This design comes from an exercise in tuning for small area, a short achievable clock period and few clock cycles per item on the open sky130 flow, not from production work. Function was checked by simulation only, so behaviour that the tests miss may differ from the original. The clock port is modelled as an ideal driver; clocking choices that lean on that would not hold on a real chip. No activity file was given, so power comes from the tool's default toggle rates.

## main
==> flow/design.v <==
module jpc_idecode(
    input  wire        clk,
    input  wire        rst,
    input  wire [31:0] instr_I,
    input  wire        instr_valid_I,
    input  wire        decode_ready_I,
    output wire        instr_ready_O,
    output wire [6:0]  opcode_O,
    output wire [2:0]  funct3_O,
    output wire [4:0]  rd_O,
    output wire [31:0] imm32_O,
    output wire [4:0]  rs1_O,
    output wire [4:0]  rs2_O,
    output wire [6:0]  funct7_O,
    output wire        ecall_O,
    output wire        ebreak_O,
    output wire        fence_O,
    output wire        fence_i_O,
    output wire        error_O,
    output reg         decode_valid_O
);
    assign instr_ready_O = decode_ready_I;
    always @(posedge clk or posedge rst) begin
        if (rst)
            decode_valid_O <= 1'b0;
        else
            decode_valid_O <= instr_valid_I & decode_ready_I;
    end
    wire [31:0] i  = instr_I;
    wire [6:0]  op = i[6:0];
    wire        s  = i[31];
    wire op_opimm = (op == 7'b0010011);
    wire op_load  = (op == 7'b0000011);
    wire op_jalr  = (op == 7'b1100111);
    wire op_store = (op == 7'b0100011);
    wire op_br    = (op == 7'b1100011);
    wire op_jal   = (op == 7'b1101111);
    wire op_lui   = (op == 7'b0110111);
    wire op_auipc = (op == 7'b0010111);
    wire op_op    = (op == 7'b0110011);
    wire op_sys   = (op == 7'b1110011);
    wire op_fence = (op == 7'b0001111);
    wire fmt_i = op_opimm | op_load | op_jalr;
    wire fmt_u = op_lui | op_auipc;
    wire upper_zero = (i[31:21] == 11'd0);
    wire d_imm0  = (fmt_i & i[20]) | (op_store & i[7]) | (fmt_u & i[12]);
    wire d_imm11 = ((fmt_i | op_store) & s) | (op_br & i[7]) | (op_jal & i[20]) | (fmt_u & i[23]);
    wire d_hi    = (fmt_i | op_store | op_br | op_jal) & s;
    wire d_mid   = (fmt_i | op_store | op_br) & s;
    wire d_ij    = fmt_i | op_jal;
    wire d_sb    = op_store | op_br;
    wire d_isbj  = fmt_i | op_store | op_br | op_jal;
    wire d_sysz  = op_sys & upper_zero;
    wire d_fen   = op_fence & (i[14:13] == 2'b00);
    wire d_err   = ~(fmt_i | op_store | op_br | op_jal | fmt_u | op_op | op_sys | op_fence)
                 | (op_jalr & (i[14:12] != 3'b000))
                 | (op_sys & ~upper_zero)
                 | (op_fence & (i[14:13] != 2'b00));
    reg [31:0] ir;
    reg        imm0_r, imm11_r, hi_r, mid_r, ij_r, sb_r, isbj_r, j_r, u_r;
    reg        sysz_r, fen_r, err_r;
    always @(posedge clk) begin
        ir      <= instr_I;
        imm0_r  <= d_imm0;
        imm11_r <= d_imm11;
        hi_r    <= d_hi;
        mid_r   <= d_mid;
        ij_r    <= d_ij;
        sb_r    <= d_sb;
        isbj_r  <= d_isbj;
        j_r     <= op_jal;
        u_r     <= fmt_u;
        sysz_r  <= d_sysz;
        fen_r   <= d_fen;
        err_r   <= d_err;
    end
    assign opcode_O = ir[6:0];
    assign rd_O     = ir[11:7];
    assign funct3_O = ir[14:12];
    assign rs1_O    = ir[19:15];
    assign rs2_O    = ir[24:20];
    assign funct7_O = ir[31:25];
    assign imm32_O[0]     = imm0_r;
    assign imm32_O[4:1]   = ({4{ij_r}} & ir[24:21]) | ({4{sb_r}} & ir[11:8]) | ({4{u_r}} & ir[16:13]);
    assign imm32_O[10:5]  = ({6{isbj_r}} & ir[30:25]) | ({6{u_r}} & ir[22:17]);
    assign imm32_O[11]    = imm11_r;
    assign imm32_O[19:12] = {8{mid_r}} | ({8{j_r}} & ir[19:12]) | ({8{u_r}} & ir[31:24]);
    assign imm32_O[31:20] = {12{hi_r}};
    assign ecall_O   = sysz_r & ~ir[20];
    assign ebreak_O  = sysz_r &  ir[20];
    assign fence_O   = fen_r  & ~ir[12];
    assign fence_i_O = fen_r  &  ir[12];
    assign error_O   = err_r;
endmodule
==> flow/config.mk <==
export PLATFORM = sky130hd
export DESIGN_NAME = jpc_idecode
export DESIGN_NICKNAME = jpc_idecode
export VERILOG_FILES = /design/flow/design.v
export SDC_FILE = /design/flow/constraint.sdc
export NUM_CORES = 4
export LEC_CHECK = 0
export CAP_MARGIN = 20
export CORE_MARGIN = 2
export CORE_UTILIZATION = 40
export SETUP_SLACK_MARGIN = 2.6
export SLEW_MARGIN = 20
==> flow/constraint.sdc <==
create_clock -name core_clock -period 5.0 [get_ports {clk}]
set_input_delay 1.0000 -clock core_clock [delete_from_list [all_inputs] [get_ports {clk}]]
set_output_delay 1.0000 -clock core_clock [all_outputs]
set_load 0.01 [all_outputs]
standard.sh (not shown) runs the stock make flow with config.mk's settings and CLKGATE_MAP_FILE= SYNTH_SCRIPT=/design/flow/synth_recipe.tcl, a recipe that flattens the netlist after the stock synthesis.
==> flow/flow/run.sh <==
#!/bin/bash
# The standard layout with three changes:
#  - synthesis maps the logic with an area-oriented ABC script (flow/synth.tcl is the standard flow's
#    standard synthesis script with only ABC's script replaced by flow/abc_area.script);
#  - the port buffers are the platform's smallest plain buffer (buf_1) instead of the
#    default pick, a delay cell;
#  - clock tree synthesis is replaced by flow/clock.tcl: a few clock buffers, each at the
#    centre of a group of nearby flip-flops, driven directly by the clock port.
# Each tool's full output goes to a log of its own in this folder.
set -euo pipefail
HERE=$(pwd)
export MY_ABC_SCRIPT=$HERE/flow/abc_area.script
SYN="SYNTH_SCRIPT=$HERE/flow/synth.tcl"
PORTS="BUFFER_PORTS_ARGS=-buffer_cell sky130_fd_sc_hd__buf_1"
bash standard.sh "$SYN" "$PORTS" place > flow_place.log 2>&1
MARGIN=$(sed -n "s/^export SETUP_SLACK_MARGIN *= *//p" config.mk)
SETUP_SLACK_MARGIN=${MARGIN:-0} RES_DIR=orfs/results/$FLOW_PLATFORM/jpc_idecode/base \
  CLOCK_GROUPS=3 CLOCK_BUF=sky130_fd_sc_hd__clkbuf_8 \
  openroad -no_init -exit flow/clock.tcl > flow_clock.log 2>&1
bash standard.sh "$SYN" "$PORTS" finish > flow_finish.log 2>&1
==> flow/flow/clock.tcl <==
# Clock distribution in place of ORFS's clock tree synthesis: the flip-flops are split into
# a few groups by position (k-means), and one clock buffer at the centre of each group drives
# that group's clock pins; the clock port drives only these buffers. Then the same timing
# repair and legalisation as ORFS's CTS step, and its outputs (4_1_cts.odb, 4_cts.sdc).
set res $::env(RES_DIR)
set k $::env(CLOCK_GROUPS)
set buf_cell $::env(CLOCK_BUF)
read_liberty $::env(FLOW_HOME)/platforms/sky130hd/lib/sky130_fd_sc_hd__tt_025C_1v80.lib
read_db $res/3_place.odb
read_sdc $res/3_place.sdc
source $::env(FLOW_HOME)/platforms/sky130hd/setRC.tcl

set block [ord::get_db_block]
set dbu [$block getDbUnitsPerMicron]

# clock pin of each flip-flop and its position in um
set pts {}
foreach pin [all_registers -clock_pins] {
  set bbox [[sta::sta_to_db_inst [get_cells -of_objects $pin]] getBBox]
  lappend pts [list $pin [expr {([$bbox xMin] + [$bbox xMax]) / 2.0 / $dbu}] \
                         [expr {([$bbox yMin] + [$bbox yMax]) / 2.0 / $dbu}]]
}
set n [llength $pts]

# k-means, seeded with points spread along x+y
set sorted [lsort -real -command {apply {{a b} {
  set d [expr {[lindex $a 1] + [lindex $a 2] - [lindex $b 1] - [lindex $b 2]}]
  expr {$d < 0 ? -1 : ($d > 0 ? 1 : 0)}}}} $pts]
set cents {}
for {set c 0} {$c < $k} {incr c} {
  set p [lindex $sorted [expr {int(($c + 0.5) * $n / $k)}]]
  lappend cents [list [lindex $p 1] [lindex $p 2]]
}
for {set it 0} {$it < 50} {incr it} {
  for {set c 0} {$c < $k} {incr c} { set grp($c) {}; set sx($c) 0.0; set sy($c) 0.0 }
  foreach p $pts {
    set best 0; set bd 1e30
    for {set c 0} {$c < $k} {incr c} {
      set dx [expr {[lindex $p 1] - [lindex $cents $c 0]}]
      set dy [expr {[lindex $p 2] - [lindex $cents $c 1]}]
      set d [expr {$dx * $dx + $dy * $dy}]
      if {$d < $bd} { set bd $d; set best $c }
    }
    lappend grp($best) [lindex $p 0]
    set sx($best) [expr {$sx($best) + [lindex $p 1]}]
    set sy($best) [expr {$sy($best) + [lindex $p 2]}]
  }
  set new {}
  for {set c 0} {$c < $k} {incr c} {
    set m [llength $grp($c)]
    if {$m == 0} { lappend new [lindex $cents $c] } else {
      lappend new [list [expr {$sx($c) / $m}] [expr {$sy($c) / $m}]]
    }
  }
  set cents $new
}

# final assignment with at most ceil(n/k) flip-flops per group: nearest pairs first
set cap [expr {($n + $k - 1) / $k}]
set pairs {}
foreach p $pts {
  for {set c 0} {$c < $k} {incr c} {
    set dx [expr {[lindex $p 1] - [lindex $cents $c 0]}]
    set dy [expr {[lindex $p 2] - [lindex $cents $c 1]}]
    lappend pairs [list [expr {$dx * $dx + $dy * $dy}] [lindex $p 0] $c [lindex $p 1] [lindex $p 2]]
  }
}
for {set c 0} {$c < $k} {incr c} { set grp($c) {}; set sx($c) 0.0; set sy($c) 0.0 }
set done [dict create]
foreach q [lsort -real -index 0 $pairs] {
  lassign $q d pin c x y
  if {[dict exists $done $pin] || [llength $grp($c)] >= $cap} { continue }
  dict set done $pin 1
  lappend grp($c) $pin
  set sx($c) [expr {$sx($c) + $x}]
  set sy($c) [expr {$sy($c) + $y}]
}
set cents {}
for {set c 0} {$c < $k} {incr c} {
  set m [llength $grp($c)]
  if {$m == 0} { lappend cents {0 0} } else { lappend cents [list [expr {$sx($c) / $m}] [expr {$sy($c) / $m}]] }
}

for {set c 0} {$c < $k} {incr c} {
  if {[llength $grp($c)] == 0} { continue }
  lassign [lindex $cents $c] x y
  puts "clock group $c: [llength $grp($c)] flip-flops, buffer at $x $y"
  set sta_buf [insert_buffer -buffer_cell $buf_cell -net clk -load_pins $grp($c) \
    -location [list $x $y] -buffer_name clkbuf_$c -net_name clknet_$c]
  set buf [sta::sta_to_db_inst $sta_buf]
  foreach term {A X} { [[$buf findITerm $term] getNet] setSigType CLOCK }
}

set_propagated_clock [all_clocks]
estimate_parasitics -placement
detailed_placement
estimate_parasitics -placement
set margin 0
if {[info exists ::env(SETUP_SLACK_MARGIN)]} { set margin $::env(SETUP_SLACK_MARGIN) }
repair_timing -setup -setup_margin $margin -repair_tns 100
repair_timing -hold -hold_margin 0
detailed_placement
check_placement -verbose
report_checks -path_delay max -group_path_count 5 -format end
report_check_types -max_slew -max_capacitance -violators
foreach pin [all_registers -clock_pins] {
  set s [get_property $pin slew_max]
  if {![info exists worst] || $s > $worst} { set worst $s }
}
puts "worst flip-flop clock slew (estimated): $worst"
write_db $res/4_1_cts.odb
write_sdc -no_timestamp $res/4_cts.sdc
Other scripts of this flow, unchanged in this note and not shown: flow/flow/abc_area.script, flow/flow/synth.tcl
Testbench counts of main, summed over its fixed seeds: cycles 12,646, items 12,000.
Modified inputs, the feature branch compared to main
# main
export LEC_CHECK = 0
export CAP_MARGIN = 20
export CORE_MARGIN = 2
export CORE_UTILIZATION = 40
export SETUP_SLACK_MARGIN = 2.6
export SLEW_MARGIN = 20
create_clock -name core_clock -period 5.0 [get_ports {clk}]
# the feature branch
export LEC_CHECK = 0
export CAP_MARGIN = 20
export CORE_MARGIN = 2
export CORE_UTILIZATION = 70
export SETUP_SLACK_MARGIN = 2.65
export SLEW_MARGIN = 20
create_clock -name core_clock -period 5.0 [get_ports {clk}]
Notes after the runs:
The feature branch finished end to end and its layout was clean on timing, DRC and antenna.
Delta (the feature branch minus main): die area shows a reduction of about 40%, number of cells on the critical path shows an increase of 1, wire length of the first global-routing pass shows an increase of 32%, detailed route wirelength on metal2 shows an increase of 44%, number of max-slew violations in the final report shows no meaningful change.
Sort the feature branch and main by final worst setup slack asc -> top: the feature branch
The clock network fraction of design power reported for the feature branch is greater than that of main by 1.2 points.
Looking at cell with the largest stage delay on the worst path, the sky130_fd_sc_hd__buf_1 result is from main; the sky130_fd_sc_hd__dfxtp_4 one comes from the feature branch.
Compared with main, the feature branch shows a routed length per instance that is 44% higher.
Delta (the feature branch minus main): number of standard cells in the final layout excluding fillers down about 7%, shortest clock period the worst path allows after layout up 62 ps, total internal power flat.

[static timing again, ports no longer ideal]
The flow's constraints put no driver on any port. The routed layouts listed below were extracted and timed again, unchanged, in two steps. Step 1 assumes that a clkbuf_16 drives the clock port and a buf_2 every other input. Step 2 moves the port delays by t, midway between the first and last clock arrival at a register: inputs arrive t later, outputs are due t later. That takes back most of the time a late clock gives input paths. a / b / c = no drivers / after step 1 / after step 2; a / b = the first two.
| run | t (ns) | setup slack, ns | worst setup path after step 2 | worst slew at a driven data input, ns |
|---|---|---|---|---|
| main | 0.189 | 2.775 / 2.747 / 2.717 | input to register | 0.04 |
| the feature branch | 0.190 | 2.713 / 2.676 / 2.594 | input to register | 0.05 |
After both steps setup and hold are still met in every run listed. For the feature branch, which loses most, drivers alone change the setup slack by -0.037 ns; drivers and shift together by -0.119 ns.
